Source: an optimization exercise on an open RTL-to-GDS flow (aim: small area, a short achievable clock period and few clock cycles per item). Production flows keep margins and buffers that such runs may drop. Function was checked by simulation only, so behaviour that the tests miss may differ from the original. No activity file was given, so power comes from the tool's default toggle rates.

== run A ==
## decision_tree_classifier
module decision_tree_classifier (
    input   wire    clk,
    input   wire    rst,
    input   wire    start,
    input   signed  [31:0]  psd_gamma,
    input   signed  [31:0]  psd_beta,
    input   signed  [31:0]  psd_alpha,
    input   signed  [31:0]  psd_theta,
    input   signed  [31:0]  psd_delta,
    input   signed  [31:0]  peak_amplitude,
    input           [ 7:0]  zero_counter,
    input   signed  [31:0]  dwt_gamma_max,
    input   signed  [31:0]  dwt_gamma_min,
    input   signed  [31:0]  dwt_gamma_mean,
    input   signed  [31:0]  dwt_gamma_sum,
    input   signed  [31:0]  dwt_beta_max,
    input   signed  [31:0]  dwt_beta_min,
    input   signed  [31:0]  dwt_beta_mean,
    input   signed  [31:0]  dwt_beta_sum,
    input   signed  [31:0]  dwt_alpha_max,
    input   signed  [31:0]  dwt_alpha_min,
    input   signed  [31:0]  dwt_alpha_mean,
    input   signed  [31:0]  dwt_alpha_sum,
    input   signed  [31:0]  dwt_theta_max,
    input   signed  [31:0]  dwt_theta_min,
    input   signed  [31:0]  dwt_theta_mean,
    input   signed  [31:0]  dwt_theta_sum,
    input   signed  [31:0]  dwt_delta_max,
    input   signed  [31:0]  dwt_delta_min,
    input   signed  [31:0]  dwt_delta_mean,
    input   signed  [31:0]  dwt_delta_sum,
    output  reg             done,
    output  wire    [3:0]   class_label
);
  ...
Size: about 1200 cells after synthesis, roughly 14 flip-flops, ~850 I/O pins, ~0.0063 mm2 of cells after synthesis.
==> flow/config.mk <==
export PLATFORM = sky130hd
export DESIGN_NAME = decision_tree_classifier
export DESIGN_NICKNAME = decision_tree_classifier
export VERILOG_FILES = /design/flow/design.v
export SDC_FILE = /design/flow/constraint.sdc
export NUM_CORES = 4
export LEC_CHECK = 0
export CAP_MARGIN = 20
export CORE_AREA = 5 5 265 265
export CTS_BUF_LIST = sky130_fd_sc_hd__clkbuf_8
export DIE_AREA = 0 0 270 270
export PLACE_DENSITY = 0.6
export SLEW_MARGIN = 20
export SYNTH_MEMORY_MAX_BITS = 65536
export TNS_END_PERCENT = 0
==> flow/constraint.sdc <==
create_clock -name core_clock -period 14.0 [get_ports {clk}]
set_input_delay 2.8000 -clock core_clock [delete_from_list [all_inputs] [get_ports {clk}]]
set_output_delay 2.8000 -clock core_clock [all_outputs]
set_load 0.01 [all_outputs]
standard.sh (not shown) runs the stock make flow with config.mk's settings and CLKGATE_MAP_FILE= SYNTH_SCRIPT=/design/flow/synth_recipe.tcl, a recipe that flattens the netlist after the stock synthesis.
==> flow/flow/run.sh <==
#!/bin/bash
# Own layout flow: the standard ORFS flow and synthesis script, with three changes:
#  - ABC maps the logic with flow/abc.script (delay-targeted map) instead of ORFS's script;
#  - the port buffers are buf_1 instead of buffer_ports' default pick;
#  - the flow's timing repair aims at the setup margin set in flow/opts.sh.
# Each tool's output goes to the ORFS logs (orfs/logs/...) and to standard.log here.
set -euo pipefail
cd "$(dirname "$0")/.."
W=$(pwd)
source flow/opts.sh
cat > my_synth.tcl <<EOT
# synth_recipe.tcl with ABC's script replaced by flow/abc.script
proc abc {args} {
  set i [lsearch -exact \$args -script]
  if {\$i >= 0} { lset args [expr {\$i + 1}] $W/flow/abc.script }
  yosys abc {*}\$args
}
source $W/synth_recipe.tcl
EOT
sed "s#SYNTH_SCRIPT=[^ ]*synth_recipe.tcl#SYNTH_SCRIPT=$W/my_synth.tcl#" standard.sh > my_standard.sh
grep -q "SYNTH_SCRIPT=$W/my_synth.tcl" my_standard.sh
bash my_standard.sh > standard.log 2>&1
==> flow/flow/abc.script <==
strash
balance
rewrite
refactor
balance
rewrite
rewrite -z
balance
refactor -z
rewrite -z
balance
dch
map -D 1200
topo
stime -c
buffer -c
upsize -c
dnsize -c
==> flow/flow/opts.sh <==
# Settings for flow/run.sh (environment variables the ORFS scripts read).
# Port buffers: the smallest buffer rather than buffer_ports' default pick.
export BUFFER_PORTS_ARGS="-buffer_cell sky130_fd_sc_hd__buf_1"
# Timing repair aims below the real period (14 ns - 9.6 ns); config.mk's
# TNS_END_PERCENT 0 keeps it to the worst path.
export SETUP_SLACK_MARGIN=9.6
Testbench counts of run A, summed over its fixed seeds: cycles 3,200, items 3,200.
Input changes introduced in run B (baseline for comparison: run A):
Settings: TNS_END_PERCENT no longer set, was 0.
==> flow/flow/opts.sh <==
export BUFFER_PORTS_ARGS="-buffer_cell sky130_fd_sc_hd__buf_1"
export SETUP_SLACK_MARGIN=9
export SETUP_SLACK_MARGIN=8.3
There was hardly any difference in routing usage on met1 between run A and run B. Diff run A -> run B | highest cell delay on the worst timing path | increase of 0.08 ns. Comparing run A and run B, routed wire length is lower on run B. On wire length of the first global-routing pass, run A and run B are neck and neck. Relative to run A, fraction of power consumed by combinational cells has gone down in run B.
Edits applied to the flow inputs when going from run B to run C:
Settings: setting TNS_END_PERCENT to 0 for the first time; changing CORE_AREA from 5 5 265 265 to 5 5 250 250; changing DIE_AREA from 0 0 270 270 to 0 0 255 255.
==> flow/flow/opts.sh <==
# Settings for flow/run.sh (environment variables the ORFS scripts read).
# Port buffers: the smallest buffer rather than buffer_ports' default pick.
export BUFFER_PORTS_ARGS="-buffer_cell sky130_fd_sc_hd__buf_1"
# Timing repair aims below the real period (14 ns - 9.6 ns); config.mk's
# TNS_END_PERCENT 0 keeps it to the worst path.
export SETUP_SLACK_MARGIN=9.6
Findings:
Sequential share of layout area across run B and run C: no real change.
Total wire length in run C is about 1.2% below run B.
Count of inserted tapcells is higher on run B
The run showing the smaller reported combinational group power is run B.
Run C vs. run B: shortest clock period the worst path allows after layout moved down, leakage power total now sits higher.
NOTE half-perimeter wire length after placement run B->run C decreased slightly
The lower final worst hold slack came out of run B.
### run C -> run D
Settings: CORE_AREA: 5 5 250 250 -> 5 5 265 265; DIE_AREA: 0 0 255 255 -> 0 0 270 270.
-- flow/flow/opts.sh --
<<< run C, line 7
>>> run D, line 7
export SETUP_MOVE_SEQUENCE="unbuffer,sizeup,swap,buffer"
[summary]
Result: PASS for each of run D and run C. On shortest clock period the worst path allows after layout: run D sits below run C. Routed wire length of run D exceeds that of run C slightly. Run D reports its source of the critical timing path as peak_amplitude[5] while run C reports dwt_beta_min[1]. In run D the final standard cell count with taps included and fillers excluded turned out 109 higher than in run C. Run D against run C: critical path depth in cells grew by 2; worst-case headroom to the max-slew limit grew by 13 points. In the flow results for run D and run C, the total chip power is larger on run D.
Input changes introduced in run E (baseline for comparison: run D):
==> flow/flow/opts.sh <==
export BUFFER_PORTS_ARGS="-buffer_cell sky130_fd_sc_hd__buf_1"
export SETUP_SLACK_MARGIN=9
export SETUP_SLACK_MARGIN=9.6
export SETUP_SLACK_MARGIN=9.3
--- outcome ---
Run E reached the end of the flow, and the finished layout is clean on the timing, DRC and antenna checks.
Summary of run E over run D: area growth from synthesis to final layout moved down, net switching power figure level, overall power after layout level, top achievable clock speed moved down, iteration count of the initial detailed-routing pass moved down.
From run D to run E the numbers moved as follows: number of enable-type register cells in the synthesized netlist did not really move; critical path depth grew by 3; number of filler cells placed in the layout essentially unchanged; cell area lost about 0.54%; count of distinct cell types in the synthesized netlist barely changed.
Run E ended up with psd_gamma[24] as its first element of the critical path; run D ended up with peak_amplitude[5].

==> static timing again, ports no longer ideal <==
The flow's constraints put no driver on any port. The routed layouts listed below were extracted and timed again, unchanged, in two steps.
Step 1: set_driving_cell puts a clkbuf_16 on clk and a buf_2 on each other input, an assumption about the parent block.
Step 2 times the ports against the registers' clock, not the clock port: input delays grow and output delays shrink by t, the midpoint of the rising clock arrivals with the driver on.
Three values: no drivers, after step 1, after step 2; two values: the first two.
run	t (ns)	setup WS [ns]	worst hold slack (ns)
run A	0.301	9.397 / 9.386 / 9.084	2.309 / 2.305 / 2.606
run B	0.303	8.807 / 8.814 / 8.511	2.307 / 2.303 / 2.607
run C	0.306	9.287 / 9.239 / 8.933	2.323 / 2.306 / 2.612
run D	0.301	9.397 / 9.386 / 9.084	2.309 / 2.305 / 2.606
run E	0.302	9.359 / 9.366 / 9.064	2.310 / 2.307 / 2.609
After both steps setup and hold are still met in every run listed. For run C, which loses most, drivers alone change the setup slack by -0.048 ns; drivers and shift together by -0.354 ns.
